What follows belongs to an exercise in optimizing a design on an open flow for small area and a short achievable clock period; a production flow would make more cautious choices.
RTL that was checked went through simulation tests only; none was proved equivalent to the original.
Function not checked in runs 1 and 2: the RTL went through the layout flow alone.
Power and IR drop assume default switching activity.

==> design/flow/design.v <==
module TMDS_Encoder #(
    parameter SYNC = 0               
) (
    input  wire       PixelClk,
    output reg  [9:0] pDataOutRaw,
    input  wire [7:0] pDataOut,
    input  wire       pC0,
    input  wire       pC1,
    input  wire       pVde,          
    input  wire       pVde_1,        
    input  wire       pVde_2         
);
wire [7:0] d = pDataOut;
wire a1 = d[1] | d[2] | d[3];
wire a2 = (d[1] & d[2]) | (d[1] & d[3]) | (d[2] & d[3]);
wire a3 = d[1] & d[2] & d[3];
wire b1 = d[4] | d[5] | d[6] | d[7];
wire b2 = ((d[4] | d[5]) & (d[6] | d[7])) | (d[4] & d[5]) | (d[6] & d[7]);
wire b3 = ((d[4] & d[5]) & (d[6] | d[7])) | ((d[6] & d[7]) & (d[4] | d[5]));
wire b4 = d[4] & d[5] & d[6] & d[7];
wire sel = b4 | (a1 & b3) | (a2 & b2) | (a3 & b1);
wire x12 = d[1] ^ d[2];
wire x34 = d[3] ^ d[4];
wire x56 = d[5] ^ d[6];
wire p2  = d[0] ^ x12;
wire p4  = p2 ^ x34;
wire p6  = p2 ^ (x34 ^ x56);
reg [3:0] pe_1;      
reg [3:0] nz_1;      
reg       sel_1;
wire [3:0] nz = ~({d[7], d[5], d[3], d[1]} ^ {4{sel}});
always @(posedge PixelClk) begin
    sel_1     <= sel;
    pe_1[3:1] <= {p6, p4, p2};
    nz_1[3:1] <= nz[3:1];
    if (SYNC && !pVde) {nz_1[0], pe_1[0]} <= {pC1, pC0};
    else               {nz_1[0], pe_1[0]} <= {nz[0], d[0]};
end
wire [3:0] nz2 = nz_1;
wire [3:0] neg = nz2 & pe_1;
wire       m0  = ^nz2;
wire       m1  = (nz2[0] & nz2[1]) ^ (nz2[2] & nz2[3]) ^ ((nz2[0] ^ nz2[1]) & (nz2[2] ^ nz2[3]));
wire       m2  = &nz2;
wire [2:0] n   = neg[0] + neg[1] + neg[2] + neg[3];
wire [2:0] xh  = {1'b0, m2, m1} - n;
wire [3:0] X   = {xh, m0};
wire [7:0] q1;
genvar gk;
generate
    for (gk = 0; gk < 4; gk = gk + 1) begin : qm
        assign q1[2*gk]   = pe_1[gk];
        assign q1[2*gk+1] = ~(pe_1[gk] ^ nz_1[gk]);
    end
endgenerate
reg [7:0] q_2;
reg       sel_2;
reg [3:0] X_2;
always @(posedge PixelClk) begin
    sel_2   <= sel_1;
    X_2     <= X;
    q_2[0]  <= q1[0];
    q_2[7:2] <= q1[7:2];
    if (SYNC && !pVde_1) q_2[1] <= nz_1[0];    
    else                 q_2[1] <= q1[1];
end
reg  [3:0] c_3;
wire       q8   = ~sel_2;
wire       cz   = (c_3 == 4'd0);
wire       xz   = (X_2 == 4'd0);
wire       invb = xz ? sel_2 : (c_3[3] ^ X_2[3]);
wire       inv  = cz ? sel_2 : invb;
wire [3:0] s1   = c_3 + X_2 + {3'b000, q8};
wire [3:0] s0   = c_3 + ~X_2 + {3'b000, q8};
wire [3:0] cnb  = invb ? s1 : s0;
wire [3:0] cnz  = sel_2 ? X_2 : (4'd0 - X_2);
wire [3:0] c_n  = cz ? cnz : cnb;
wire [9:0] tok  = {~(q_2[1] ^ q_2[0]), ~q_2[0], {8'b01010100 ^ {8{q_2[0]}}}};
wire [9:0] tok0 = 10'b1101010100;
always @(posedge PixelClk) begin
    c_3 <= pVde_2 ? c_n : 4'd0;
    if (pVde_2)
        pDataOutRaw <= {inv, q8, q_2 ^ {8{inv}}};
    else
        pDataOutRaw <= SYNC ? tok : tok0;
end
endmodule
module rgb2dvi (
    input  wire        PixelClk,
    input  wire [23:0] vid_pData,
    input  wire        vid_pVDE,
    input  wire        vid_pHSync,
    input  wire        vid_pVSync,
    output wire [9:0]  pDataOutRaw0,    
    output wire [9:0]  pDataOutRaw1,    
    output wire [9:0]  pDataOutRaw2     
);
reg pVde_1, pVde_2;
always @(posedge PixelClk) begin
    pVde_1 <= vid_pVDE;
    pVde_2 <= pVde_1;
end
TMDS_Encoder #(.SYNC(1)) DataEncoder0 (
    .PixelClk(PixelClk), .pDataOutRaw(pDataOutRaw0),
    .pDataOut(vid_pData[15:8]), .pC0(vid_pHSync), .pC1(vid_pVSync),
    .pVde(vid_pVDE), .pVde_1(pVde_1), .pVde_2(pVde_2));
TMDS_Encoder #(.SYNC(0)) DataEncoder1 (
    .PixelClk(PixelClk), .pDataOutRaw(pDataOutRaw1),
    .pDataOut(vid_pData[7:0]), .pC0(1'b0), .pC1(1'b0),
    .pVde(vid_pVDE), .pVde_1(pVde_1), .pVde_2(pVde_2));
TMDS_Encoder #(.SYNC(0)) DataEncoder2 (
    .PixelClk(PixelClk), .pDataOutRaw(pDataOutRaw2),
    .pDataOut(vid_pData[23:16]), .pC0(1'b0), .pC1(1'b0),
    .pVde(vid_pVDE), .pVde_1(pVde_1), .pVde_2(pVde_2));
endmodule
==> design/flow/flow/run.sh <==
#!/bin/bash
# Standard layout (the standard.sh) with these ORFS settings on top:
#  ADDER_MAP_FILE= : no adder cells in synthesis, ABC maps the adders as plain gates
#  ABC_AREA=1 with a copy of ORFS's scripts whose abc_area.script is flow/abc.script
#  BUFFER_PORTS_ARGS : the smallest buffer on each port
set -e
SD=$PWD/scripts_abc
rm -rf "$SD"
cp -r "$FLOW_HOME/scripts" "$SD"
cp flow/abc.script "$SD/abc_area.script"
bash standard.sh SCRIPTS_DIR="$SD" ADDER_MAP_FILE= ABC_AREA=1 "BUFFER_PORTS_ARGS=-buffer_cell sky130_fd_sc_hd__buf_1" "CTS_ARGS=-sink_clustering_enable -repair_clock_nets -dont_use_dummy_load -sink_clustering_size 28" > standard.log 2>&1
==> design/flow/flow/abc.script <==
strash
dc2
&get -n
&dch -f
&nf
&put
buffer -c
topo
stime -c
upsize -c
dnsize -c
==> design/flow/standard.sh <==
#!/bin/bash
# synth_recipe.tcl (not shown) runs the flow's synth.tcl, then flattens the netlist and writes it again
# the make line also repeats each setting of config.mk as NAME=value (left out here)
make -C /OpenROAD-flow-scripts/flow DESIGN_CONFIG=/design/flow/config.mk WORK_HOME=/design/flow/orfs CLKGATE_MAP_FILE= SYNTH_SCRIPT=/design/flow/synth_recipe.tcl "${@:-finish}"
==> design/flow/config.mk <==
export PLATFORM = sky130hd
export DESIGN_NAME = rgb2dvi
export DESIGN_NICKNAME = rgb2dvi
export VERILOG_FILES = /design/flow/design.v
export SDC_FILE = /design/flow/constraint.sdc
export NUM_CORES = 4
export LEC_CHECK = 0
export CAP_MARGIN = 20
export CORE_MARGIN = 2
export CORE_UTILIZATION = 60
export SLEW_MARGIN = 20
==> design/flow/constraint.sdc <==
create_clock -name core_clock -period 4.0 [get_ports {PixelClk}]
set_input_delay 0.8000 -clock core_clock [delete_from_list [all_inputs] [get_ports {PixelClk}]]
set_output_delay 0.8000 -clock core_clock [all_outputs]
set_load 0.01 [all_outputs]
==> flow_metrics.env, run 1 <==
export IMPL_status="no timing/DRC/antenna violations"
export IMPL_cp_max_fo=14
export IMPL_cp_num_buf_inv=0
export IMPL_die_height_um=94.0
export IMPL_clock_latency_ps=360
export IMPL_fin_tns_setup_ps=0
export IMPL_post_cts_buffers=0
export IMPL_grt_max_degree=23
export IMPL_p_per_area_nw_per_um2=820
export IMPL_slew_viol_final=0
export IMPL_dp_hpwl_mm=6.22
export IMPL_timing_fmax_mhz=472
export IMPL_p_clk_share_pct=11.8
export IMPL_hold_violations=0
export IMPL_wl_per_cell_um=12.5
export IMPL_nets=599
export IMPL_syn_area_um2=4860
export IMPL_initial_core_util_pct=62.3
export IMPL_drt_initial_drc_count=155
export IMPL_crit_type="reg2reg"
export IMPL_hold_buffers=0
export IMPL_p_comb_share_pct=45.7
export IMPL_synth_most_common_cell="dfxtp_1"
export IMPL_antenna_found_initial=0
export IMPL_grt_pass1_wl_mm=14.5
export IMPL_ctsLongestPathBuffers=2
export IMPL_synth_top_flop_cell="dfxtp_1"
export IMPL_period_needed_ps=2120
export IMPL_p_leak_nw=1.97
export IMPL_io_pins=58
export IMPL_switching_share_pct=40.0
export IMPL_synth_common_cells="dfxtp_1, xnor2_1, a21oi_1, nand2_1, xor2_1"
export IMPL_ys_ff_latch=110
export IMPL_power_switching_mw=1.71
export IMPL_place_ws_ps=1850
export IMPL_root_buffer="clkbuf_8"
export IMPL_die_x_um=94.0
export IMPL_synth_edf_count=0
export IMPL_place_gp_congestion=0.880
export IMPL_placedCellCount=662
export IMPL_grt_util_met2_pct=36.1
export IMPL_setup_viol=0
export IMPL_antenna_left=0
export IMPL_critPathLaunchType="flip-flop"
export IMPL_rsz0062_at_grt="no"
export IMPL_routed_wl_mm=8.36
export IMPL_dieArea_um2=8840
export IMPL_grt_remaining_overflow=0
export IMPL_fin_cells=671
export IMPL_synthTopCellsByArea="dfxtp_1, xnor2_1, xor2_1, a21oi_1, nand2_1"
export IMPL_max_stage_delay_ps=500
export IMPL_cpMostUsedCell="nand2_1"
export IMPL_synth_top_cell_by_area="dfxtp_1"
export IMPL_avgSynthCellArea_um2=9.21
export IMPL_cpMaxStageDelayCell="mux2i_1"
export IMPL_peakVddDrop_v=0.000395
export IMPL_synth_seq_area_share_pct=45.3
export IMPL_cp_top_family="simple AND/OR/NAND/NOR gates"
export IMPL_crit_arrival_ps=2330
export IMPL_synthCells=528
export IMPL_async_flop_share_pct=0
export IMPL_fin_skew_ps=23.4
export IMPL_internal_power_mw=2.57
export IMPL_worst_slew_pin_slew_ps=697
export IMPL_yosys_warnings=3
export IMPL_clock_sinks=110
export IMPL_synth_fp_nets=556
export IMPL_numCtsBuffers=9
export IMPL_cap_violations=0
export IMPL_vias_per_cell=5.38
export IMPL_power_share_sequential_pct=42.5
export IMPL_whs_ps=346
export IMPL_cp_cell_sequence="nor4_1 -> mux2i_1 -> nand2_1 -> o21a_1 -> xnor2_1 -> nand2_1"
export IMPL_layout_drive_gt1_share_pct=4.57
export IMPL_min_path_type="reg2reg"
export IMPL_cts_resized=0
export IMPL_grt_pass1_vias=3384
export IMPL_area_delta_synth_final_pct=7.25
export IMPL_setup_slack_ps=1880
export IMPL_antenna_cells=0
export IMPL_timing_final_crit_share_pct=53.0
export IMPL_drc=0
export IMPL_crit_path_end_kind="flip-flop"
export IMPL_synth_cell_types=47
export IMPL_rrSetupSlack_ps=1880
export IMPL_gr_usage_met1_pct=24.1
export IMPL_cts_tree="yes"
export IMPL_worstPathRequired_ps=4210
export IMPL_core_um2=7810
export IMPL_htreeDepth=3
export IMPL_dr_pass1_iters=4
export IMPL_port_buffers=57
export IMPL_rows=32
export IMPL_slew_headroom_pct=53.1
export IMPL_top_usage_layer="met2"
export IMPL_synth_top_cell_area_share_pct=45.3
export IMPL_grtUsageMet3_pct=3.93
export IMPL_vias=3607
export IMPL_clk_pin_slew_ps=80
export IMPL_grt_use_total_pct=20.2
==> sequential cells by signal (all words and copies together) (netlist names), 8 cells and up <==
signal                    count
DataEncoder1.pDataOutRaw     10
DataEncoder0.pDataOutRaw     10
DataEncoder2.q_2              8
DataEncoder2.pDataOutRaw     10
DataEncoder0.q_2              8
DataEncoder1.q_2              8
==> cells in the final DEF, fill, tap and decap left out, types with 3 or more instances in the layout <==
master      n
buf_1      57
o21ai_0    28
maj3_1      7
nor2b_1     6
o211ai_1    6
a22oi_1     6
o22ai_1    10
a21oi_1    47
or4_1       3
o31a_1      3
o21ai_1     3
clkbuf_8    9
a211oi_1    4
dfxtp_1   110
inv_1      12
nand4_1     9
mux2i_1     3
xnor2_1    64
xor2_1     40
nand3_1     3
and4_1      3
nand2b_1    4
and3_1      3
nor4_1      4
maj3_2      3
a22o_1      5
and2_1      9
nor2_1     38
nand2_1    44
==> final timing paths <==
kind,startpoint,endpoint,depth (start not counted)
hold / removal,DataEncoder2.sel_1,DataEncoder2.sel_2,0
hold reg to reg,DataEncoder2.sel_1,DataEncoder2.sel_2,0
setup reg to reg,DataEncoder1.X_2[0],DataEncoder1.pDataOutRaw[6],6
setup / recovery,DataEncoder1.X_2[0],DataEncoder1.pDataOutRaw[6],6
==> cell type report <==
class	instances	area (µm²)
Tap cell	102	128
Timing Repair Buffer	58	221
Clock buffer	9	124
Multi-Input combinational cell	379	2490
Fill cell	687	2590
Inverter	13	48.8
Sequential cell	110	2200
==> per-stage QoR <==
step                total power [mW]  cell area, µm²  util (%)
floorplan                       3.42            4860         -
global placement                3.73            5090      65.2
detailed placement              3.79            5090      65.2
CTS                             4.31            5220      66.8
global route                    4.67            5220      66.8
finish                          4.28            5220      66.8
==> power groups by stage <==
| stage | Combinational [mW] | Sequential [mW] | Clock [mW] |
|---|---|---|---|
| 2_1_floorplan | 1.66 | 1.76 | 0 |
| 3_3_place_gp | 1.90 | 1.83 | 0 |
| 3_5_place_dp | 1.95 | 1.84 | 0 |
| 4_1_cts | 1.96 | 1.82 | 0.527 |
| 5_1_grt | 2.23 | 1.87 | 0.564 |
| 6_report | 1.96 | 1.82 | 0.506 |
==> per-layer routing <==
layer / vias to the layer above / part of all wire (%)
met1: 1658 / 46
li1: 1874 / -
met3: 8 / 3.9
met2: 67 / 49
met4: 0 / 1.0
met5: - / 0
==> cell families after synthesis <==
kind of cell / count (synthesis) / synth area share [%]
adders and majority gates: 10 / 2.13
AOI/OAI and AO/OA: 125 / 15.6
DFF: 110 / 45.3
muxes: 6 / 1.31
xor gates and xnor gates: 104 / 18.7
buffers and inverters: 39 / 3.47
and+or+nand+nor: 134 / 13.5
==> run 2: changes to the inputs <==
--- a/design/flow/design.v
+++ b/design/flow/design.v
@@ -36,14 +36,18 @@
     if (SYNC && !pVde) {nz_1[0], pe_1[0]} <= {pC1, pC0};
     else               {nz_1[0], pe_1[0]} <= {nz[0], d[0]};
 end
-wire [3:0] nz2 = nz_1;
-wire [3:0] neg = nz2 & pe_1;
-wire       m0  = ^nz2;
-wire       m1  = (nz2[0] & nz2[1]) ^ (nz2[2] & nz2[3]) ^ ((nz2[0] ^ nz2[1]) & (nz2[2] ^ nz2[3]));
-wire       m2  = &nz2;
-wire [2:0] n   = neg[0] + neg[1] + neg[2] + neg[3];
-wire [2:0] xh  = {1'b0, m2, m1} - n;
-wire [3:0] X   = {xh, m0};
+function [2:0] psum;
+    input [1:0] nz;
+    input [1:0] pe;
+    begin
+        psum[0] = nz[0] ^ nz[1];
+        psum[2] = (nz[0] & pe[0] & (~nz[1] | pe[1])) | (nz[1] & pe[1] & (~nz[0] | pe[0]));
+        psum[1] = (nz[0] & nz[1] & ~(pe[0] ^ pe[1])) | (psum[0] & (nz[0] ? pe[0] : pe[1]));
+    end
+endfunction
+wire [2:0] wa = psum(nz_1[1:0], pe_1[1:0]);
+wire [2:0] wb = psum(nz_1[3:2], pe_1[3:2]);
+wire [3:0] X  = {wa[2], wa} + {wb[2], wb};
 wire [7:0] q1;
 genvar gk;
 generate
==> flow_metrics.env, run 2 <==
export IMPL_hold_buffers=0
export IMPL_async_flop_share_pct=0
export IMPL_nFillCells=668
export IMPL_antenna_left=0
export IMPL_layout_drive_gt1_share_pct=7.46
export IMPL_rsz0062_at_grt="no"
export IMPL_fin_tns_setup_ps=0
export IMPL_drt_initial_drc_count=123
export IMPL_core_um2=7770
export IMPL_p_comb_share_pct=47.1
export IMPL_antenna_found_initial=0
export IMPL_synth_edf_count=0
export IMPL_synthTopCellsByArea="dfxtp_1, xnor2_1, a21oi_1, xor2_1, o21ai_0"
export IMPL_p_per_area_nw_per_um2=835
export IMPL_rrSetupSlack_ps=1890
export IMPL_area_delta_synth_final_pct=8.32
export IMPL_top_regs="DataEncoder0.pDataOutRaw (10), DataEncoder1.pDataOutRaw (10), DataEncoder2.pDataOutRaw (10)"
export IMPL_timing_fmax_mhz=475
export IMPL_grt_remaining_overflow=0
export IMPL_grt_max_degree=27
export IMPL_cts_resized=0
export IMPL_status="no timing/DRC/antenna violations"
export IMPL_r2r_start="DataEncoder0.X_2[0]"
export IMPL_critPathLaunchType="flip-flop"
export IMPL_peakVddDrop_v=0.000477
export IMPL_worstRegToRegCells=7
export IMPL_crit_arrival_ps=2350
export IMPL_vias_per_cell=5.26
export IMPL_r2r_end="DataEncoder0.pDataOutRaw[7]"
export IMPL_grt_use_total_pct=19.4
export IMPL_synth_common_cells="dfxtp_1, xnor2_1, a21oi_1, nor2_1, nand2_1"
export IMPL_setup_viol=0
export IMPL_cts_tree="yes"
export IMPL_port_buffers=57
export IMPL_cap_violations=0
export IMPL_clock_latency_ps=370
export IMPL_ctsLongestPathBuffers=2
export IMPL_switching_share_pct=39.8
export IMPL_drc=0
export IMPL_die_height_um=93.7
export IMPL_p_leak_nw=1.99
export IMPL_dr_pass1_iters=4
export IMPL_dieArea_um2=8780
export IMPL_root_buffer="clkbuf_8"
export IMPL_grt_pass1_wl_mm=13.7
export IMPL_synth_top_flop_cell="dfxtp_1"
export IMPL_antenna_cells=0
export IMPL_worst_slew_pin_slew_ps=800
export IMPL_crit_type="reg2reg"
export IMPL_dp_hpwl_mm=5.83
export IMPL_p_clk_share_pct=11.7
export IMPL_internal_power_mw=2.63
export IMPL_synth_top_cell_by_area="dfxtp_1"
export IMPL_power_share_sequential_pct=41.2
export IMPL_synth_seq_area_share_pct=45.6
export IMPL_ys_ff_latch=110
export IMPL_layout_commonest_cell="dfxtp_1"
export IMPL_clock_sinks=110
export IMPL_wl_per_cell_um=12.1
export IMPL_synth_cell_types=55
export IMPL_vias=3501
export IMPL_layout_common_cells="dfxtp_1, xnor2_1, buf_1"
export IMPL_place_gp_congestion=0.824
export IMPL_avgSynthCellArea_um2=9.50
export IMPL_min_path_type="reg2reg"
export IMPL_htreeDepth=3
export IMPL_synth_top_cell_area_share_pct=45.6
export IMPL_worstPathRequired_ps=4240
export IMPL_power_mw=4.37
export IMPL_hold_violations=0
export IMPL_power_switching_mw=1.74
export IMPL_synthCells=508
export IMPL_die_x_um=93.7
export IMPL_routed_wl_mm=8.04
export IMPL_synth_fp_nets=536
export IMPL_worstSetupEndpoint="DataEncoder0.pDataOutRaw[7]"
export IMPL_cp_max_fo=10
export IMPL_startpoint="DataEncoder0.X_2[0]"
export IMPL_yosys_warnings=3
export IMPL_slew_headroom_pct=46.6
export IMPL_fin_skew_ps=38.1
export IMPL_slew_viol_final=0
export IMPL_numCtsBuffers=9
export IMPL_post_cts_buffers=0
export IMPL_rows=32
export IMPL_io_pins=58
export IMPL_min_from="DataEncoder0.sel_1"
export IMPL_synth_most_common_cell="dfxtp_1"
export IMPL_period_needed_ps=2110
export IMPL_syn_area_um2=4830
export IMPL_crit_path_end_kind="flip-flop"
export IMPL_clk_pin_slew_ps=90
export IMPL_timing_final_crit_share_pct=52.7
export IMPL_nets=593
export IMPL_initial_core_util_pct=62.2
export IMPL_grt_pass1_vias=3216
run 2: worst min path at each step:
stage                                      to  slack (ps)  depth (start not counted)
after global routing      DataEncoder0.q_2[0]         360                          0
after floorplan            DataEncoder0.sel_2         310                          0
after CTS                  DataEncoder0.sel_2         350                          0
final                      DataEncoder0.sel_2         350                          0
after global placement     DataEncoder1.sel_2         320                          0
after detailed placement   DataEncoder0.sel_2         320                          0
run 2: cell families after synthesis:
| logic type | synth area share, % |
|---|---|
| AO/OA/AOI/OAI | 17.2 |
| XOR/XNOR | 16.7 |
| adder cells (fa/ha/maj) | 1.50 |
| buffers and inverters | 3.11 |
| flip-flops | 45.6 |
| multiplexers | 1.32 |
| AND/OR/NAND/NOR | 14.6 |
run 2: cell type report:
type | count | area (µm²) | area share (%)
sequential | 110 | 2200 | 42.1
clock buffer | 9 | 124 | 2.37
multi-input combinational | 365 | 2480 | 47.3
inverter | 21 | 78.8 | 1.51
tap | 102 | 128 | 2.44
timing repair buffer | 58 | 221 | 4.23
run 2: through the flow:
step / cell area, µm² / hold WS (ps) / utilization [%] / worst slack (ps) / cells
5_1_grt: 5230 / 362 / 67.3 / 1710 / 665
2_1_floorplan: 4830 / 310 / - / 2080 / 508
3_3_place_gp: 5110 / 322 / 65.7 / 1870 / 656
6_report: 5230 / 345 / 67.3 / 1890 / 665
4_1_cts: 5230 / 348 / 67.3 / 1890 / 665
3_5_place_dp: 5110 / 323 / 65.7 / 1780 / 656
run 2: layer usage:
| metal | vias up | wire length (µm) | GRT usage [%] |
|---|---|---|---|
| li1 | 1825 | - | - |
| met1 | 1598 | 3790 | 23.5 |
| met2 | 64 | 3790 | 33.2 |
| met3 | 14 | 344 | 4.74 |
| met4 | 0 | 117 | 7.61 |
| met5 | - | 0 | 0 |
run 2: worst max-delay path, cell delays in order (launching register included):
cell      delay (ps)
dfxtp_1          410
nor4_4           350
mux2i_2          530
nor2_2            60
a21oi_2          260
nor2b_2          170
a211oi_2         170
a21oi_1           50
run 2: power groups by stage:
stage                     sequential [mW]  clock [mW]  combinational [mW]
after floorplan                      1.80           0                1.71
after global placement               1.82           0                2.00
after detailed placement             1.82           0                2.05
after CTS                            1.80       0.533                2.06
after global routing                 1.85       0.562                2.33
final                                1.80       0.511                2.06
==> run 3: changes to the inputs <==
--- a/design/flow/design.v
+++ b/design/flow/design.v
@@ -36,18 +36,14 @@
     if (SYNC && !pVde) {nz_1[0], pe_1[0]} <= {pC1, pC0};
     else               {nz_1[0], pe_1[0]} <= {nz[0], d[0]};
 end
-function [2:0] psum;
-    input [1:0] nz;
-    input [1:0] pe;
-    begin
-        psum[0] = nz[0] ^ nz[1];
-        psum[2] = (nz[0] & pe[0] & (~nz[1] | pe[1])) | (nz[1] & pe[1] & (~nz[0] | pe[0]));
-        psum[1] = (nz[0] & nz[1] & ~(pe[0] ^ pe[1])) | (psum[0] & (nz[0] ? pe[0] : pe[1]));
-    end
-endfunction
-wire [2:0] wa = psum(nz_1[1:0], pe_1[1:0]);
-wire [2:0] wb = psum(nz_1[3:2], pe_1[3:2]);
-wire [3:0] X  = {wa[2], wa} + {wb[2], wb};
+wire [3:0] nz2 = nz_1;
+wire [3:0] neg = nz2 & pe_1;
+wire       m0  = ^nz2;
+wire       m1  = (nz2[0] & nz2[1]) ^ (nz2[2] & nz2[3]) ^ ((nz2[0] ^ nz2[1]) & (nz2[2] ^ nz2[3]));
+wire       m2  = &nz2;
+wire [2:0] n   = neg[0] + neg[1] + neg[2] + neg[3];
+wire [2:0] xh  = {1'b0, m2, m1} - n;
+wire [3:0] X   = {xh, m0};
 wire [7:0] q1;
 genvar gk;
 generate
@@ -68,20 +64,15 @@
     else                 q_2[1] <= q1[1];
 end
 reg  [3:0] c_3;
-wire       q8   = ~sel_2;
-wire       cz   = (c_3 == 4'd0);
-wire       xz   = (X_2 == 4'd0);
-wire       invb = xz ? sel_2 : (c_3[3] ^ X_2[3]);
-wire       inv  = cz ? sel_2 : invb;
-wire [3:0] s1   = c_3 + X_2 + {3'b000, q8};
-wire [3:0] s0   = c_3 + ~X_2 + {3'b000, q8};
-wire [3:0] cnb  = invb ? s1 : s0;
-wire [3:0] cnz  = sel_2 ? X_2 : (4'd0 - X_2);
-wire [3:0] c_n  = cz ? cnz : cnb;
+wire       q8  = ~sel_2;
+wire       z   = (c_3 == 4'd0) || (X_2 == 4'd0);
+wire       inv = z ? sel_2 : (c_3[3] ^ X_2[3]);
+wire [3:0] s1  = c_3 + X_2 + {3'b000, q8};
+wire [3:0] s0  = c_3 + ~X_2 + {3'b000, q8};
 wire [9:0] tok  = {~(q_2[1] ^ q_2[0]), ~q_2[0], {8'b01010100 ^ {8{q_2[0]}}}};
 wire [9:0] tok0 = 10'b1101010100;
 always @(posedge PixelClk) begin
-    c_3 <= pVde_2 ? c_n : 4'd0;
+    c_3 <= pVde_2 ? (inv ? s1 : s0) : 4'd0;
     if (pVde_2)
         pDataOutRaw <= {inv, q8, q_2 ^ {8{inv}}};
     else
--- a/design/flow/flow/run.sh
+++ b/design/flow/flow/run.sh
@@ -8,4 +8,4 @@
 rm -rf "$SD"
 cp -r "$FLOW_HOME/scripts" "$SD"
 cp flow/abc.script "$SD/abc_area.script"
-bash standard.sh SCRIPTS_DIR="$SD" ADDER_MAP_FILE= ABC_AREA=1 "BUFFER_PORTS_ARGS=-buffer_cell sky130_fd_sc_hd__buf_1" "CTS_ARGS=-sink_clustering_enable -repair_clock_nets -dont_use_dummy_load -sink_clustering_size 28" > standard.log 2>&1
+bash standard.sh SCRIPTS_DIR="$SD" ADDER_MAP_FILE= ABC_AREA=1 "BUFFER_PORTS_ARGS=-buffer_cell sky130_fd_sc_hd__buf_1" "CTS_ARGS=-repair_clock_nets -dont_use_dummy_load" > standard.log 2>&1
--- a/design/flow/config.mk
+++ b/design/flow/config.mk
@@ -8,4 +8,5 @@
 export CAP_MARGIN = 20
 export CORE_MARGIN = 2
 export CORE_UTILIZATION = 60
+export SETUP_SLACK_MARGIN = 2.1
 export SLEW_MARGIN = 20
==> flow_metrics.env, run 3 <==
export IMPL_status="no timing/DRC/antenna violations"
export IMPL_synth_most_common_cell="dfxtp_1"
export IMPL_setup_viol=0
export IMPL_crit_arrival_ps=2070
export IMPL_synth_common_cells="dfxtp_1, xnor2_1, a21oi_1, o21ai_0, xor2_1"
export IMPL_fin_cells=618
export IMPL_final_cell_area_um2=5150
export IMPL_rsz0062_at_grt="no"
export IMPL_rows=31
export IMPL_top_regs="DataEncoder0.pDataOutRaw (10), DataEncoder1.pDataOutRaw (10), DataEncoder2.pDataOutRaw (10)"
export IMPL_synth_top_flop_cell="dfxtp_1"
export IMPL_placedCellCount=602
export IMPL_crit_path_end_kind="flip-flop"
export IMPL_synth_cell_types=47
export IMPL_async_flop_share_pct=0
export IMPL_synthCells=464
export IMPL_setup_slack_ps=2170
export IMPL_place_ws_ps=1870
export IMPL_fin_skew_ps=17.0
export IMPL_antenna_found_initial=0
export IMPL_nets=549
export IMPL_core_um2=7330
export IMPL_max_stage_delay_ps=430
export IMPL_dp_hpwl_mm=5.73
export IMPL_avgSynthCellArea_um2=9.89
export IMPL_grt_pass1_wl_mm=13.8
export IMPL_grt_pass1_vias=3093
export IMPL_period_needed_ps=1830
export IMPL_ys_ff_latch=110
export IMPL_drt_initial_drc_count=98
export IMPL_p_leak_nw=1.95
export IMPL_synth_fp_nets=492
export IMPL_grt_use_total_pct=20.2
export IMPL_power_switching_mw=1.60
export IMPL_clock_latency_ps=360
export IMPL_antenna_cells=0
export IMPL_ctsLongestPathBuffers=2
export IMPL_cp_max_fo=4
export IMPL_clk_pin_slew_ps=80
export IMPL_power_share_sequential_pct=43.3
export IMPL_dieArea_um2=8360
export IMPL_vias=3309
export IMPL_synth_top_cell_area_share_pct=48.0
export IMPL_timing_fmax_mhz=546
export IMPL_io_pins=58
export IMPL_hold_buffers=0
export IMPL_grt_remaining_overflow=0
export IMPL_p_comb_share_pct=44.5
export IMPL_slew_headroom_pct=59.6
export IMPL_initial_core_util_pct=62.6
export IMPL_cap_violations=0
export IMPL_crit_type="reg2reg"
export IMPL_layout_commonest_cell="dfxtp_1"
export IMPL_switching_share_pct=37.9
export IMPL_synthTopCellsByArea="dfxtp_1, xnor2_1, xor2_1, a21oi_1, o21ai_0"
export IMPL_place_gp_congestion=0.850
export IMPL_power_mw=4.20
export IMPL_peakVddDrop_v=0.000370
export IMPL_worst_slew_pin_slew_ps=606
export IMPL_p_clk_share_pct=12.2
export IMPL_slew_viol_final=0
export IMPL_htreeDepth=3
export IMPL_dr_pass1_iters=4
export IMPL_p_per_area_nw_per_um2=817
export IMPL_rrSetupSlack_ps=2170
export IMPL_placed_area_um2=4860
export IMPL_routed_wl_mm=8.04
export IMPL_critPathLaunchType="flip-flop"
export IMPL_drc=0
export IMPL_area_delta_synth_final_pct=12.2
export IMPL_synth_top_cell_by_area="dfxtp_1"
export IMPL_die_height_um=91.5
export IMPL_internal_power_mw=2.61
export IMPL_fin_tns_setup_ps=0
export IMPL_cpMaxStageDelayCell="maj3_1"
export IMPL_synth_edf_count=0
export IMPL_synth_seq_area_share_pct=48.0
export IMPL_port_buffers=57
export IMPL_nFillCells=562
export IMPL_grt_max_degree=36
export IMPL_cts_tree="yes"
export IMPL_timing_final_crit_share_pct=45.8
export IMPL_vias_per_cell=5.35
export IMPL_layout_drive_gt1_share_pct=12.5
export IMPL_yosys_warnings=3
export IMPL_hold_violations=0
export IMPL_numCtsBuffers=9
export IMPL_cp_cell_sequence="xnor2_2 -> o21ai_0 -> maj3_1 -> a211o_1 -> a21oi_1 -> nor3b_2"
export IMPL_layout_common_cells="dfxtp_1, buf_1, xnor2_1"
export IMPL_antenna_left=0
export IMPL_syn_area_um2=4590
export IMPL_worstPathRequired_ps=4240
export IMPL_min_path_type="reg2reg"
export IMPL_die_x_um=91.5
export IMPL_clock_sinks=110
export IMPL_wl_per_cell_um=13.0
export IMPL_root_buffer="clkbuf_8"
-- run 3: what timing repair did --
| action | in CTS | in global routing |
|---|---|---|
| resized for setup | 3 | 34 |
| buffers inserted | 0 | 7 |
| pin swaps | 0 | 5 |
| gates cloned | 0 | 0 |
| setup endpoints to repair | 11 | 20 |
-- run 3: worst max-delay path, delay by kind of cell, from the launching register on --
family / cells / cell delay (ps)
compound gates: 3 / 670
flops: 1 / 380
fa+ha+maj: 1 / 430
simple gates: 1 / 60
xor+xnor: 1 / 190
-- run 3: power groups by stage --
stage               Clock (mW)  Sequential (mW)  Combinational, mW
finish                   0.514             1.82               1.87
global route             0.568             1.88               2.09
floorplan                    0             1.77               1.36
CTS                      0.527             1.78               1.72
detailed placement           0             1.80               1.69
global placement             0             1.80               1.64
-- run 3: path summary, 6_finish.rpt --
kind                                     startpoint             endpoint  depth (start not counted)
worst min-delay path             DataEncoder1.sel_1   DataEncoder1.sel_2                          0
worst min register to register   DataEncoder1.sel_1   DataEncoder1.sel_2                          0
worst max register to register  DataEncoder2.c_3[0]  DataEncoder2.c_3[3]                          6
worst max-delay path            DataEncoder2.c_3[0]  DataEncoder2.c_3[3]                          6
-- run 3: final cells by class --
type	instances	area, µm²	area share [%]
repair buffers	64	267	5.18
clock buffers	9	124	2.41
multi-input cells	324	2360	45.9
inverters	12	45.0	0.875
well taps	99	124	2.41
flip-flops and latches	110	2230	43.3
-- run 3: kinds of logic (layout without fill, tap and decap cells) --
group                    after synthesis  in the layout  share of synthesized area, %
XOR/XNOR                              90             90                          18.1
multiplexers                          14             14                          3.24
flip-flops                           110            110                          48.0
buffers and inverters                 30             85                          2.73
AO/OA/AOI/OAI                        117            117                          15.2
AND/OR/NAND/NOR                       91             91                          10.0
adder cells (fa/ha/maj)               12             12                          2.75
-- run 3: per-layer routing --
layer  part of all wire, %  global-route usage (%)
met1                    47                    25.9
met5                     0                       0
met2                    48                    33.1
met3                   2.8                    3.90
met4                   2.1                    8.59
-- run 3: per-stage QoR --
stage | hold slack [ps] | util [%]
after floorplan | 310 | -
after global placement | 311 | 66.3
after detailed placement | 312 | 66.3
after CTS | 331 | 68.1
after global routing | 353 | 70.2
final | 331 | 70.2
==> run 4: changes to the inputs <==
--- a/design/flow/flow/run.sh
+++ b/design/flow/flow/run.sh
@@ -8,4 +8,4 @@
 rm -rf "$SD"
 cp -r "$FLOW_HOME/scripts" "$SD"
 cp flow/abc.script "$SD/abc_area.script"
-bash standard.sh SCRIPTS_DIR="$SD" ADDER_MAP_FILE= ABC_AREA=1 "BUFFER_PORTS_ARGS=-buffer_cell sky130_fd_sc_hd__buf_1" "CTS_ARGS=-repair_clock_nets -dont_use_dummy_load" > standard.log 2>&1
+bash standard.sh SCRIPTS_DIR="$SD" ADDER_MAP_FILE= ABC_AREA=1 "BUFFER_PORTS_ARGS=-buffer_cell sky130_fd_sc_hd__buf_1" "CTS_ARGS=-sink_clustering_enable -repair_clock_nets -dont_use_dummy_load -sink_clustering_size 40 -sink_clustering_max_diameter 300" > standard.log 2>&1
==> flow_metrics.env, run 4 <==
export IMPL_status="no timing/DRC/antenna violations"
export IMPL_async_flop_share_pct=0
export IMPL_ff_latch_area_um2=2230
export IMPL_clock_latency_ps=360
export IMPL_synth_cell_types=47
export IMPL_drt_initial_drc_count=98
export IMPL_layout_common_cells="dfxtp_1, buf_1, xnor2_1"
export IMPL_critPathLaunchType="flip-flop"
export IMPL_crit_arrival_ps=2070
export IMPL_top_regs="DataEncoder0.pDataOutRaw (10), DataEncoder1.pDataOutRaw (10), DataEncoder2.pDataOutRaw (10)"
export IMPL_period_needed_ps=1830
export IMPL_setup_slack_ps=2170
export IMPL_cp_max_fo=4
export IMPL_synth_most_common_cell="dfxtp_1"
export IMPL_synth_seq_area_share_pct=48.0
export IMPL_die_x_um=91.5
export IMPL_cp_cell_sequence="xnor2_2 -> o21ai_0 -> maj3_1 -> a211o_1 -> a21oi_1 -> nor3b_2"
export IMPL_antenna_cells=0
export IMPL_cap_violations=0
export IMPL_p_leak_nw=1.95
export IMPL_multi_input_area_um2=2360
export IMPL_layout_commonest_cell="dfxtp_1"
export IMPL_wl_per_cell_um=13.0
export IMPL_rows=31
export IMPL_routed_wl_mm=8.04
export IMPL_syn_area_um2=4590
export IMPL_hold_violations=0
export IMPL_antenna_left=0
export IMPL_p_per_area_nw_per_um2=817
export IMPL_fin_util_pct=70.2
export IMPL_grt_pass1_vias=3093
export IMPL_grt_use_total_pct=20.2
export IMPL_synth_top_cell_by_area="dfxtp_1"
export IMPL_grt_remaining_overflow=0
export IMPL_area_delta_synth_final_pct=12.2
export IMPL_cts_tree="yes"
export IMPL_synth_fp_nets=492
export IMPL_core_um2=7330
export IMPL_layout_drive_gt1_share_pct=12.5
export IMPL_port_buffers=57
export IMPL_peakVddDrop_v=0.000370
export IMPL_vias=3309
export IMPL_initial_core_util_pct=62.6
export IMPL_ys_ff_latch=110
export IMPL_root_buffer="clkbuf_8"
export IMPL_cp_num_buf_inv=0
export IMPL_place_ws_ps=1870
export IMPL_numCtsBuffers=9
export IMPL_clock_sinks=110
export IMPL_rsz0062_at_grt="no"
export IMPL_nFillCells=562
export IMPL_avgSynthCellArea_um2=9.89
export IMPL_crit_path_end_kind="flip-flop"
export IMPL_slew_headroom_pct=59.6
export IMPL_place_gp_congestion=0.850
export IMPL_max_stage_delay_ps=430
export IMPL_ctsLongestPathBuffers=2
export IMPL_worstPathRequired_ps=4240
export IMPL_grt_max_degree=36
export IMPL_io_pins=58
export IMPL_dr_pass1_iters=4
export IMPL_synth_edf_count=0
export IMPL_htreeDepth=3
export IMPL_dieArea_um2=8360
export IMPL_synth_top_flop_cell="dfxtp_1"
export IMPL_setup_viol=0
export IMPL_hold_buffers=0
export IMPL_nets=549
export IMPL_slew_viol_final=0
export IMPL_cpMaxStageDelayCell="maj3_1"
export IMPL_grt_pass1_wl_mm=13.8
export IMPL_synthTopCellsByArea="dfxtp_1, xnor2_1, xor2_1, a21oi_1, o21ai_0"
export IMPL_dp_hpwl_mm=5.73
export IMPL_drc=0
export IMPL_worst_slew_pin_slew_ps=606
export IMPL_fin_tns_setup_ps=0
export IMPL_synthCells=464
export IMPL_vias_per_cell=5.35
export IMPL_fin_skew_ps=17.0
export IMPL_timing_fmax_mhz=546
export IMPL_clk_pin_slew_ps=80
export IMPL_synth_top_cell_area_share_pct=48.0
export IMPL_min_path_type="reg2reg"
export IMPL_yosys_warnings=3
export IMPL_timing_final_crit_share_pct=45.8
export IMPL_antenna_found_initial=0
export IMPL_cp_top_family="compound AO/OA/AOI/OAI gates"
export IMPL_die_height_um=91.5
export IMPL_synth_common_cells="dfxtp_1, xnor2_1, a21oi_1, o21ai_0, xor2_1"
export IMPL_crit_type="reg2reg"
==> run 4: cell counts in the layout (fill, tap and decap cells not counted) <==
Identical to the previous run, type by type.
==> run 4: cell type report <==
cell class,count,share of cell area [%]
clock buffers,9,2.41
inverters,12,0.875
multi-input cells,324,45.9
flip-flops and latches,110,43.3
well taps,99,2.41
repair buffers,64,5.18
==> run 4: what timing repair did <==
action / CTS / global route
gates resized for setup: 3 / 34
setup endpoints to repair: 11 / 20
buffers inserted: 0 / 7
pin swaps: 0 / 5
==> run 4: final timing paths <==
kind                               to  slack (ps)  cells past startpoint                start
hold reg to reg    DataEncoder1.sel_2         330                      0   DataEncoder1.sel_1
setup / recovery  DataEncoder2.c_3[3]        2170                      6  DataEncoder2.c_3[0]
setup reg to reg  DataEncoder2.c_3[3]        2170                      6  DataEncoder2.c_3[0]
hold / removal     DataEncoder1.sel_2         330                      0   DataEncoder1.sel_1
==> run 4: metal layers <==
layer	vias to the layer above	wire [µm]	GRT usage (%)
li1	1712	-	-
met1	1524	3770	25.9
met2	58	3870	33.1
met3	15	225	3.90
met4	0	170	8.59
met5	-	0	0
==> run 4: stage by stage <==
stage	cell area [µm²]	total power, mW	cells	hold WS (ps)
6_report	5150	4.20	618	331
5_1_grt	5150	4.53	618	353
2_1_floorplan	4600	3.13	464	310
3_5_place_dp	4860	3.50	602	312
4_1_cts	4990	4.02	611	331
3_3_place_gp	4860	3.44	602	311
==> run 4: logic make-up (layout without fill, tap and decap cells) <==
group           after synthesis  count (layout)  synth area share (%)
compound gates              117             117                  15.2
xor+xnor                     90              90                  18.1
fa+ha+maj                    12              12                  2.75
buf+inv                      30              85                  2.73
flops                       110             110                  48.0
mux                          14              14                  3.24
simple gates                 91              91                  10.0
==> run 4: power breakdown <==
group | total (mW) | internal [mW] | switching (mW) | leakage (nW)
logic | 1.87 | 0.904 | 0.967 | 0.959
registers | 1.82 | 1.50 | 0.317 | 0.926
clock network | 0.514 | 0.203 | 0.311 | 0.0647
total | 4.20 | 2.61 | 1.60 | 1.95
==> run 5: changes to the inputs <==
==> design/flow/flow/run.sh (replaced) <==
#!/bin/bash
# Standard layout (the standard.sh) with these ORFS settings on top:
#  ADDER_MAP_FILE= : no adder cells in synthesis, ABC maps the adders as plain gates
#  ABC_AREA=1 with a copy of ORFS's scripts whose abc_area.script is flow/abc.script
#  BUFFER_PORTS_ARGS : the smallest buffer on each port
set -e
SD=$PWD/scripts_abc
rm -rf "$SD"
cp -r "$FLOW_HOME/scripts" "$SD"
cp flow/abc.script "$SD/abc_area.script"
bash standard.sh SCRIPTS_DIR="$SD" ADDER_MAP_FILE= ABC_AREA=1 "BUFFER_PORTS_ARGS=-buffer_cell sky130_fd_sc_hd__buf_1" "CTS_ARGS=-sink_clustering_enable -repair_clock_nets -dont_use_dummy_load -sink_clustering_size 28 -buf_list {sky130_fd_sc_hd__clkbuf_4 sky130_fd_sc_hd__clkbuf_8}" > standard.log 2>&1
==> flow_metrics.env, run 5 <==
export IMPL_place_ws_ps=1870
export IMPL_antenna_cells=0
export IMPL_status="no timing/DRC/antenna violations"
export IMPL_root_buffer="clkbuf_8"
export IMPL_setup_viol=0
export IMPL_antenna_left=0
export IMPL_grt_pass1_vias=3093
export IMPL_synth_top_flop_cell="dfxtp_1"
export IMPL_cts_tree="yes"
export IMPL_async_flop_share_pct=0
export IMPL_top_regs="DataEncoder0.pDataOutRaw (10), DataEncoder1.pDataOutRaw (10), DataEncoder2.pDataOutRaw (10)"
export IMPL_min_path_type="reg2reg"
export IMPL_worstPathRequired_ps=4240
export IMPL_rsz0062_at_grt="no"
export IMPL_port_buffers=57
export IMPL_clock_latency_ps=360
export IMPL_slew_viol_final=0
export IMPL_grt_use_total_pct=20.2
export IMPL_die_x_um=91.5
export IMPL_vias=3309
export IMPL_synth_common_cells="dfxtp_1, xnor2_1, a21oi_1, o21ai_0, xor2_1"
export IMPL_syn_area_um2=4590
export IMPL_wl_per_cell_um=13.0
export IMPL_critPathLaunchType="flip-flop"
export IMPL_period_needed_ps=1830
export IMPL_timing_final_crit_share_pct=45.8
export IMPL_cp_max_fo=4
export IMPL_area_delta_synth_final_pct=12.2
export IMPL_p_comb_share_pct=44.5
export IMPL_clock_sinks=110
export IMPL_timing_fmax_mhz=546
export IMPL_multi_input_area_um2=2360
export IMPL_synth_fa_ha_area_share_pct=2.75
export IMPL_peakVddDrop_v=0.000370
export IMPL_nets=549
export IMPL_synthCells=464
export IMPL_synth_edf_count=0
export IMPL_synth_seq_area_share_pct=48.0
export IMPL_core_um2=7330
export IMPL_synthSimpleGateAreaFrac_pct=10.0
export IMPL_htreeDepth=3
export IMPL_vias_per_cell=5.35
export IMPL_dieArea_um2=8360
export IMPL_nFillCells=562
export IMPL_slew_headroom_pct=59.6
export IMPL_io_pins=58
export IMPL_synth_top_family_by_area="XOR/XNOR gates"
export IMPL_layout_drive_gt1_share_pct=12.5
export IMPL_crit_arrival_ps=2070
export IMPL_crit_path_end_kind="flip-flop"
export IMPL_internal_power_mw=2.61
export IMPL_synth_top_cell_area_share_pct=48.0
export IMPL_grt_max_degree=36
export IMPL_synth_area_mux_share_pct=3.24
export IMPL_initial_core_util_pct=62.6
export IMPL_worst_slew_pin_slew_ps=606
export IMPL_routed_wl_mm=8.04
export IMPL_rows=31
export IMPL_dr_pass1_iters=4
export IMPL_layout_commonest_cell="dfxtp_1"
export IMPL_whs_ps=331
export IMPL_die_height_um=91.5
export IMPL_synth_xor_area_share_pct=18.1
export IMPL_crit_type="reg2reg"
export IMPL_synthTopCellsByArea="dfxtp_1, xnor2_1, xor2_1, a21oi_1, o21ai_0"
export IMPL_synth_fp_nets=492
export IMPL_cap_violations=0
export IMPL_p_leak_nw=1.95
export IMPL_layout_common_cells="dfxtp_1, buf_1, xnor2_1"
export IMPL_synth_compound_area_share_pct=15.2
export IMPL_drc=0
export IMPL_avgSynthCellArea_um2=9.89
export IMPL_synth_most_common_cell="dfxtp_1"
export IMPL_grt_remaining_overflow=0
export IMPL_hold_buffers=0
export IMPL_antenna_found_initial=0
export IMPL_synth_cell_types=47
export IMPL_fin_skew_ps=17.0
export IMPL_ys_ff_latch=110
export IMPL_clk_pin_slew_ps=80
export IMPL_synth_top_cell_by_area="dfxtp_1"
export IMPL_power_switching_mw=1.60
export IMPL_yosys_warnings=3
export IMPL_dp_hpwl_mm=5.73
export IMPL_drt_initial_drc_count=98
export IMPL_grt_pass1_wl_mm=13.8
export IMPL_p_per_area_nw_per_um2=817
export IMPL_p_clk_share_pct=12.2
export IMPL_hold_violations=0
export IMPL_power_share_sequential_pct=43.3
export IMPL_ff_latch_area_um2=2230
export IMPL_power_mw=4.20
export IMPL_fin_tns_setup_ps=0
export IMPL_setup_slack_ps=2170
export IMPL_switching_share_pct=37.9
export IMPL_place_gp_congestion=0.850
export IMPL_ctsLongestPathBuffers=2
export IMPL_numCtsBuffers=9
## run 5: cell counts after synthesis
Identical to the previous run, type by type.
## run 5: final timing paths
path                                           from                  end  slack, ps  depth (start not counted)
worst max-delay path            DataEncoder2.c_3[0]  DataEncoder2.c_3[3]       2170                          6
worst min-delay path             DataEncoder1.sel_1   DataEncoder1.sel_2        330                          0
worst max register to register  DataEncoder2.c_3[0]  DataEncoder2.c_3[3]       2170                          6
worst min register to register   DataEncoder1.sel_1   DataEncoder1.sel_2        330                          0
## run 5: worst max-delay path: stages, from the launching register on
cell     delay, ps
dfxtp_4        380
xnor2_2        190
o21ai_0        160
maj3_1         430
a211o_1        330
a21oi_1        180
nor3b_2         60
## run 5: stage by stage
stage | utilization [%] | instance area, µm² | cells
after detailed placement | 66.3 | 4860 | 602
after floorplan | - | 4600 | 464
final | 70.2 | 5150 | 618
after global placement | 66.3 | 4860 | 602
after global routing | 70.2 | 5150 | 618
after CTS | 68.1 | 4990 | 611
## run 5: logic make-up after synthesis
group / after synthesis
buffers and inverters: 30
flip-flops: 110
AND/OR/NAND/NOR: 91
multiplexers: 14
AO/OA/AOI/OAI: 117
adder cells (fa/ha/maj): 12
XOR/XNOR: 90
## run 5: repair_timing
action                                  in CTS  in global routing
endpoints found under the setup margin      11                 20
resized for setup                            3                 34
pin swaps                                    0                  5
buffers inserted                             0                  7
## run 5: final cells by class
type	instances	share of cell area [%]
Inverter	12	0.875
Tap cell	99	2.41
Clock buffer	9	2.41
Multi-Input combinational cell	324	45.9
Sequential cell	110	43.3
Timing Repair Buffer	64	5.18
## run 5: routing by layer
metal	global-route usage, %	vias up	wire length [µm]	part of all wire [%]
met5	0	-	0	0
met4	8.59	0	170	2.1
met3	3.90	15	225	2.8
met2	33.1	58	3870	48
met1	25.9	1524	3770	47
li1	-	1712	-	-
## run 5: power groups by stage
stage               clock network (mW)  registers [mW]  logic (mW)
CTS                              0.527            1.78        1.72
detailed placement                   0            1.80        1.69
global placement                     0            1.80        1.64
global route                     0.568            1.88        2.09
finish                           0.514            1.82        1.87
floorplan                            0            1.77        1.36
==> run 6: changes to the inputs <==
--- a/design/flow/design.v
+++ b/design/flow/design.v
@@ -31,10 +31,10 @@
 wire [3:0] nz = ~({d[7], d[5], d[3], d[1]} ^ {4{sel}});
 always @(posedge PixelClk) begin
     sel_1     <= sel;
-    pe_1[3:1] <= {p6, p4, p2};
-    nz_1[3:1] <= nz[3:1];
-    if (SYNC && !pVde) {nz_1[0], pe_1[0]} <= {pC1, pC0};
-    else               {nz_1[0], pe_1[0]} <= {nz[0], d[0]};
+    pe_1[3:2] <= {p6, p4};
+    nz_1      <= nz;
+    if (SYNC && !pVde) pe_1[1:0] <= {pC1, pC0};
+    else               pe_1[1:0] <= {p2, d[0]};
 end
 wire [3:0] nz2 = nz_1;
 wire [3:0] neg = nz2 & pe_1;
@@ -60,7 +60,7 @@
     X_2     <= X;
     q_2[0]  <= q1[0];
     q_2[7:2] <= q1[7:2];
-    if (SYNC && !pVde_1) q_2[1] <= nz_1[0];    
+    if (SYNC && !pVde_1) q_2[1] <= pe_1[1];    
     else                 q_2[1] <= q1[1];
 end
 reg  [3:0] c_3;
==> design/flow/flow/run.sh (replaced) <==
#!/bin/bash
# Standard layout (the standard.sh) with these ORFS settings on top:
#  ADDER_MAP_FILE= : no adder cells in synthesis, ABC maps the adders as plain gates
#  ABC_AREA=1 with a copy of ORFS's scripts whose abc_area.script is flow/abc.script
#  BUFFER_PORTS_ARGS : the smallest buffer on each port
set -e
SD=$PWD/scripts_abc
rm -rf "$SD"
cp -r "$FLOW_HOME/scripts" "$SD"
cp flow/abc.script "$SD/abc_area.script"
bash standard.sh SCRIPTS_DIR="$SD" ADDER_MAP_FILE= ABC_AREA=1 "BUFFER_PORTS_ARGS=-buffer_cell sky130_fd_sc_hd__buf_1" > standard.log 2>&1
==> flow_metrics.env, run 6 <==
export IMPL_layout_drive_gt1_share_pct=11.9
export IMPL_timing_fmax_mhz=554
export IMPL_die_height_um=91.6
export IMPL_worstSetupEndpoint="DataEncoder1.c_3[3]"
export IMPL_status="no timing/DRC/antenna violations"
export IMPL_top_regs="DataEncoder0.pDataOutRaw (10), DataEncoder1.pDataOutRaw (10), DataEncoder2.pDataOutRaw (10)"
export IMPL_slew_viol_final=0
export IMPL_layout_common_cells="dfxtp_1, buf_1, xnor2_1"
export IMPL_r2r_end="DataEncoder1.c_3[3]"
export IMPL_synth_most_common_cell="dfxtp_1"
export IMPL_avgSynthCellArea_um2=9.92
export IMPL_startpoint="DataEncoder1.c_3[1]"
export IMPL_synth_top_cell_by_area="dfxtp_1"
export IMPL_clk_pin_slew_ps=90
export IMPL_peakVddDrop_v=0.000445
export IMPL_fin_skew_ps=11.2
export IMPL_synthTopCellsByArea="dfxtp_1, xnor2_1, xor2_1, a21oi_1, o21ai_0"
export IMPL_period_needed_ps=1800
export IMPL_ctsLongestPathBuffers=2
export IMPL_worst_slew_pin_slew_ps=584
export IMPL_fin_tns_setup_ps=0
export IMPL_hold_buffers=0
export IMPL_synth_edf_count=0
export IMPL_grt_pass1_vias=2984
export IMPL_rrSetupSlack_ps=2200
export IMPL_vias=3304
export IMPL_crit_type="reg2reg"
export IMPL_min_path_type="reg2reg"
export IMPL_layout_commonest_cell="dfxtp_1"
export IMPL_r2r_start="DataEncoder1.c_3[1]"
export IMPL_area_delta_synth_final_pct=13.4
export IMPL_fin_util_pct=71.2
export IMPL_grt_max_degree=22
export IMPL_nets=546
export IMPL_cts_tree="yes"
export IMPL_worstPathRequired_ps=4280
export IMPL_antenna_cells=0
export IMPL_clock_latency_ps=370
export IMPL_p_per_area_nw_per_um2=843
export IMPL_hold_violations=0
export IMPL_placed_area_um2=4860
export IMPL_setup_viol=0
export IMPL_port_buffers=57
export IMPL_numCtsBuffers=9
export IMPL_clock_sinks=110
export IMPL_dieArea_um2=8380
export IMPL_synth_fp_nets=492
export IMPL_synthCells=464
export IMPL_ys_ff_latch=110
export IMPL_worstRegToRegCells=6
export IMPL_whs_ps=334
export IMPL_io_pins=58
export IMPL_synth_cell_types=49
export IMPL_initial_core_util_pct=62.8
export IMPL_crit_path_end_kind="flip-flop"
export IMPL_yosys_warnings=3
export IMPL_grt_use_total_pct=19.7
export IMPL_rows=31
export IMPL_die_x_um=91.6
export IMPL_dp_hpwl_mm=5.81
export IMPL_vias_per_cell=5.32
export IMPL_final_cell_area_um2=5220
export IMPL_drt_initial_drc_count=112
export IMPL_cp_max_fo=4
export IMPL_drc=0
export IMPL_root_buffer="clkbuf_8"
export IMPL_synth_common_cells="dfxtp_1, xnor2_1, a21oi_1, o21ai_0, xor2_1"
export IMPL_synth_seq_area_share_pct=47.9
export IMPL_wl_per_cell_um=12.9
export IMPL_cap_violations=0
export IMPL_critPathLaunchType="flip-flop"
export IMPL_synth_top_flop_cell="dfxtp_1"
export IMPL_grt_pass1_wl_mm=13.2
export IMPL_rsz0062_at_grt="yes"
export IMPL_place_gp_congestion=0.803
export IMPL_setup_slack_ps=2200
export IMPL_core_um2=7330
export IMPL_htreeDepth=3
export IMPL_crit_arrival_ps=2090
export IMPL_routed_wl_mm=8.04
export IMPL_antenna_left=0
export IMPL_async_flop_share_pct=0
export IMPL_synth_top_cell_area_share_pct=47.9
export IMPL_place_ws_ps=1910
export IMPL_syn_area_um2=4600
export IMPL_slew_headroom_pct=61.0
export IMPL_timing_final_crit_share_pct=45.1
export IMPL_p_leak_nw=1.98
export IMPL_dr_pass1_iters=6
export IMPL_grt_remaining_overflow=0
export IMPL_antenna_found_initial=0
[run 6: cell types whose count changed after synthesis, moves of 2 or more]
cell	previous run	this run
a21oi_1	44	41
inv_1	11	8
maj3_1	7	4
maj3_2	5	7
mux2i_1	9	7
nor2_1	20	22
nor4_2	0	2
o21ai_0	37	35
xnor2_1	56	53
xor2_1	31	35
[run 6: logic make-up (layout without fill, tap and decap cells)]
| logic type | after synthesis | count (layout) | share of synthesized area [%] |
|---|---|---|---|
| DFF | 110 | 110 | 47.9 |
| buffers and inverters | 30 | 88 | 2.75 |
| muxes | 12 | 12 | 2.86 |
| AOI/OAI and AO/OA | 114 | 114 | 15.0 |
| and+or+nand+nor | 96 | 96 | 10.7 |
| adders and majority gates | 11 | 11 | 2.58 |
| xor gates and xnor gates | 91 | 91 | 18.2 |
[run 6: critical path, stage by stage (launching register included)]
cell	delay [ps]
dfxtp_1	350
nor4_1	370
nor2_2	120
mux2_4	330
a221o_1	290
nand3_1	90
nor3b_1	180
[run 6: repair_timing]
item,CTS,global route
pin swaps,0,3
buffers inserted,0,5
gates resized for setup,1,26
endpoints found under the setup margin,1,15
[run 6: per-stage QoR]
step / instances / total power, mW
after floorplan: 464 / 3.16
after global placement: 601 / 3.46
after detailed placement: 601 / 3.53
after CTS: 616 / 4.26
after global routing: 621 / 4.72
final: 621 / 4.40
[run 6: how the worst min path moves through the flow]
stage                                   from            endpoint  slack, ps  cells past startpoint
after floorplan           DataEncoder0.sel_1  DataEncoder0.sel_2        310                      0
after global placement    DataEncoder0.sel_1  DataEncoder0.sel_2        310                      0
after detailed placement  DataEncoder0.sel_1  DataEncoder0.sel_2        310                      0
after CTS                 DataEncoder0.sel_1  DataEncoder0.sel_2        330                      0
after global routing      DataEncoder1.sel_1  DataEncoder1.sel_2        340                      0
final                     DataEncoder0.sel_1  DataEncoder0.sel_2        330                      0
[run 6: report_power, final]
part | switching (mW) | internal (mW)
combinational | 0.972 | 0.891
clock | 0.347 | 0.367
sequential | 0.327 | 1.50
[run 6: area by class of cell]
class                           count  area [µm²]
Sequential cell                   110        2220
Clock inverter                      5        83.8
Clock buffer                       10         138
Tap cell                           99         124
Multi-Input combinational cell    324        2360
Timing Repair Buffer               63         259
Inverter                           10        37.5
Fill cell                         577        2110
[run 6: routing by layer]
metal | vias to the layer above | track usage (%) | wire length [µm]
li1 | 1711 | - | -
met4 | 0 | 6.69 | 138
met2 | 56 | 33.8 | 3920
met3 | 14 | 5.23 | 280
met5 | - | 0 | 0
met1 | 1523 | 23.9 | 3700
==> run 7: changes to the inputs <==
==> design/flow/flow/abc.script (replaced) <==
strash
&get -n
&st
&syn2
&b -d
&dch -f
&nf
&put
buffer -c
topo
stime -c
upsize -c
dnsize -c
==> flow_metrics.env, run 7 <==
export IMPL_fin_skew_ps=11.5
export IMPL_die_x_um=90.5
export IMPL_routed_wl_mm=7.38
export IMPL_crit_arrival_ps=2030
export IMPL_p_per_area_nw_per_um2=851
export IMPL_antenna_cells=0
export IMPL_vias=3180
export IMPL_internal_power_mw=2.64
export IMPL_timing_fmax_mhz=562
export IMPL_rsz0062_at_grt="no"
export IMPL_slew_viol_final=0
export IMPL_power_switching_mw=1.62
export IMPL_grt_pass1_vias=2879
export IMPL_peakVddDrop_v=0.000324
export IMPL_initial_core_util_pct=61.9
export IMPL_status="no timing/DRC/antenna violations"
export IMPL_drc=0
export IMPL_nFillCells=601
export IMPL_syn_area_um2=4490
export IMPL_final_cell_area_um2=5010
export IMPL_grt_pass1_wl_mm=12.5
export IMPL_min_from="DataEncoder2.sel_1"
export IMPL_p_comb_share_pct=45.0
export IMPL_synth_edf_count=0
export IMPL_fin_tns_setup_ps=0
export IMPL_ys_ff_latch=110
export IMPL_cts_tree="yes"
export IMPL_die_height_um=90.5
export IMPL_synth_common_cells="dfxtp_1, nand2_1, xnor2_1, xor2_1, nor2_1"
export IMPL_root_buffer="clkbuf_8"
export IMPL_hold_path_end="DataEncoder2.sel_2"
export IMPL_rrSetupSlack_ps=2240
export IMPL_place_gp_congestion=0.836
export IMPL_p_clk_share_pct=13.6
export IMPL_timing_final_crit_share_pct=44.5
export IMPL_vias_per_cell=5.05
export IMPL_area_delta_synth_final_pct=11.5
export IMPL_htreeDepth=3
export IMPL_grt_max_degree=29
export IMPL_critPathLaunchType="input port"
export IMPL_power_share_sequential_pct=41.3
export IMPL_worst_slew_pin_slew_ps=580
export IMPL_rows=31
export IMPL_synth_top_cell_area_share_pct=49.1
export IMPL_top_regs="DataEncoder0.pDataOutRaw (10), DataEncoder1.pDataOutRaw (10), DataEncoder2.pDataOutRaw (10)"
export IMPL_hold_depth=0
export IMPL_cp_max_fo=5
export IMPL_clk_pin_slew_ps=100
export IMPL_clock_sinks=110
export IMPL_crit_path_end_kind="flip-flop"
export IMPL_avgSynthCellArea_um2=9.70
export IMPL_placed_area_um2=4780
export IMPL_clock_latency_ps=360
export IMPL_antenna_found_initial=0
export IMPL_switching_share_pct=38.0
export IMPL_period_needed_ps=1780
export IMPL_async_flop_share_pct=0
export IMPL_cap_violations=0
export IMPL_p_leak_nw=1.94
export IMPL_synthTopCellsByArea="dfxtp_1, xnor2_1, xor2_1, nand2_1, nor2_1"
export IMPL_layout_drive_gt1_share_pct=7.16
export IMPL_dieArea_um2=8190
export IMPL_worstRegToRegCells=6
export IMPL_r2r_start="DataEncoder0.c_3[2]"
export IMPL_dp_hpwl_mm=5.55
export IMPL_port_buffers=57
export IMPL_grt_use_total_pct=18.7
export IMPL_grt_remaining_overflow=0
export IMPL_synth_top_cell_by_area="dfxtp_1"
export IMPL_nets=554
export IMPL_yosys_warnings=3
export IMPL_layout_commonest_cell="dfxtp_1"
export IMPL_antenna_left=0
export IMPL_synth_fp_nets=491
export IMPL_synth_cell_types=46
export IMPL_layout_common_cells="dfxtp_1, nand2_1, xnor2_1"
export IMPL_synth_most_common_cell="dfxtp_1"
export IMPL_drt_initial_drc_count=128
export IMPL_setup_viol=0
export IMPL_wl_per_cell_um=11.7
export IMPL_hold_violations=0
export IMPL_synth_top_flop_cell="dfxtp_1"
export IMPL_r2r_end="DataEncoder0.c_3[1]"
export IMPL_ctsLongestPathBuffers=2
export IMPL_min_path_type="reg2reg"
export IMPL_dr_pass1_iters=4
export IMPL_slew_headroom_pct=61.3
export IMPL_numCtsBuffers=9
export IMPL_crit_type="in2reg"
export IMPL_io_pins=58
export IMPL_hold_buffers=0
export IMPL_synth_seq_area_share_pct=49.1
export IMPL_core_um2=7250
export IMPL_worstPathRequired_ps=4250
export IMPL_synthCells=463
==> run 7: cell types whose count changed after synthesis, sizes merged, moves of 5 or more <==
cell	previous run	this run
nand4	9	1
and2	7	2
a31oi	1	8
o21ai	38	18
xnor2	53	61
xor2	35	46
nand2	31	62
nor2b	2	10
mux2i	9	3
a21oi	41	18
nor2	22	38
buf	11	6
==> run 7: how the worst max path moves through the flow <==
stage	startpoint	endpoint	slack [ps]	depth (start not counted)
floorplan	vid_pData[11]	DataEncoder0.nz_1[0]	2130	6
global placement	vid_pData[3]	DataEncoder1.nz_1[1]	1930	7
detailed placement	vid_pData[19]	DataEncoder2.nz_1[2]	1810	7
CTS	DataEncoder1.X_2[1]	DataEncoder1.c_3[2]	2120	6
global route	vid_pData[18]	DataEncoder2.nz_1[1]	2100	7
finish	vid_pData[11]	DataEncoder0.nz_1[0]	2220	7
==> run 7: final cells by class <==
type                       count  area (µm²)  area share [%]
clock buffer                   9         124            2.47
multi-input combinational    335        2220            44.3
tap                           99         124            2.47
sequential                   110        2200            44.0
clock inverter                 7        50.0            1.00
timing repair buffer          63         260            5.20
inverter                       7        26.3           0.525
==> run 7: cell families after synthesis <==
family	synth area share, %
buf+inv	1.92
compound gates	11.8
flops	49.1
simple gates	13.6
mux	1.25
xor+xnor	20.9
fa+ha+maj	1.56
==> run 7: what timing repair did <==
item                                    4_1_cts  5_1_grt
gates resized for setup                       2        1
buffers inserted                              0        5
pin swaps                                     0        4
endpoints found under the setup margin        4        9
==> run 7: power by group through the flow <==
stage | clock [mW] | sequential (mW) | combinational, mW
final | 0.581 | 1.76 | 1.92
after detailed placement | 0 | 1.79 | 1.82
after floorplan | 0 | 1.78 | 1.52
after global placement | 0 | 1.78 | 1.76
after CTS | 0.599 | 1.76 | 1.85
after global routing | 0.642 | 1.80 | 2.16
==> run 7: routing by layer <==
metal  share of wire, %  vias to the layer above  track usage (%)
li1                   -                     1676                -
met1                 44                     1437             21.2
met2                 51                       61             33.8
met3                3.6                        6             5.09
met4               0.93                        0             6.15
met5                  0                        -                0
==> run 7: per-stage QoR <==
step / cells / utilization, % / power, mW / setup WS, ps / hold WS (ps)
2_1_floorplan: 463 / - / 3.30 / 2130 / 310
3_3_place_gp: 609 / 65.9 / 3.54 / 1930 / 316
3_5_place_dp: 609 / 65.9 / 3.61 / 1810 / 325
4_1_cts: 625 / 68.5 / 4.21 / 2120 / 348
5_1_grt: 630 / 69.0 / 4.61 / 2100 / 352
6_report: 630 / 69.0 / 4.26 / 2220 / 343
==> run 7: critical path, cell delays in order <==
cell	delay, ps
buf_1	210
maj3_1	240
o21ai_0	100
a22oi_1	200
a31oi_1	60
o21a_2	270
xor2_1	150

## afterwards: timing with drivers on the ports
How much do the figures lean on ideal ports? The routed layouts below were timed once more, with nothing changed but the port constraints.
Step 1 assumes that a clkbuf_16 drives the clock port and a buf_2 every other input.
Step 2 adds t to the input delays and takes it off the output delays; t is the mean of the earliest and latest rising clock arrival at the registers after step 1. Input paths then give back, and output paths get back, about the clock's delay inside the block.
Slacks: ideal ports / drivers / drivers and shift; pairs: ideal ports / drivers.
run	t, ns	setup WS [ns]	worst setup path after step 2	latest minus earliest clock arrival (ns)
run 1	0.380	1.880 / 1.880 / 1.809	input to register	0.032 / 0.032
run 2	0.386	1.893 / 1.893 / 1.735	input to register	0.039 / 0.038
run 3	0.382	2.170 / 2.170 / 1.878	input to register	0.017 / 0.017
run 4	0.382	2.170 / 2.170 / 1.878	input to register	0.017 / 0.017
run 5	0.382	2.170 / 2.170 / 1.878	input to register	0.017 / 0.017
run 6	0.391	2.196 / 2.196 / 1.894	input to register	0.017 / 0.017
run 7	0.391	2.220 / 2.229 / 1.838	input to register	0.013 / 0.014
After both steps every run listed still meets setup and hold. For run 7, which loses most, drivers alone change the setup slack by +0.009 ns; drivers and shift together by -0.382 ns.
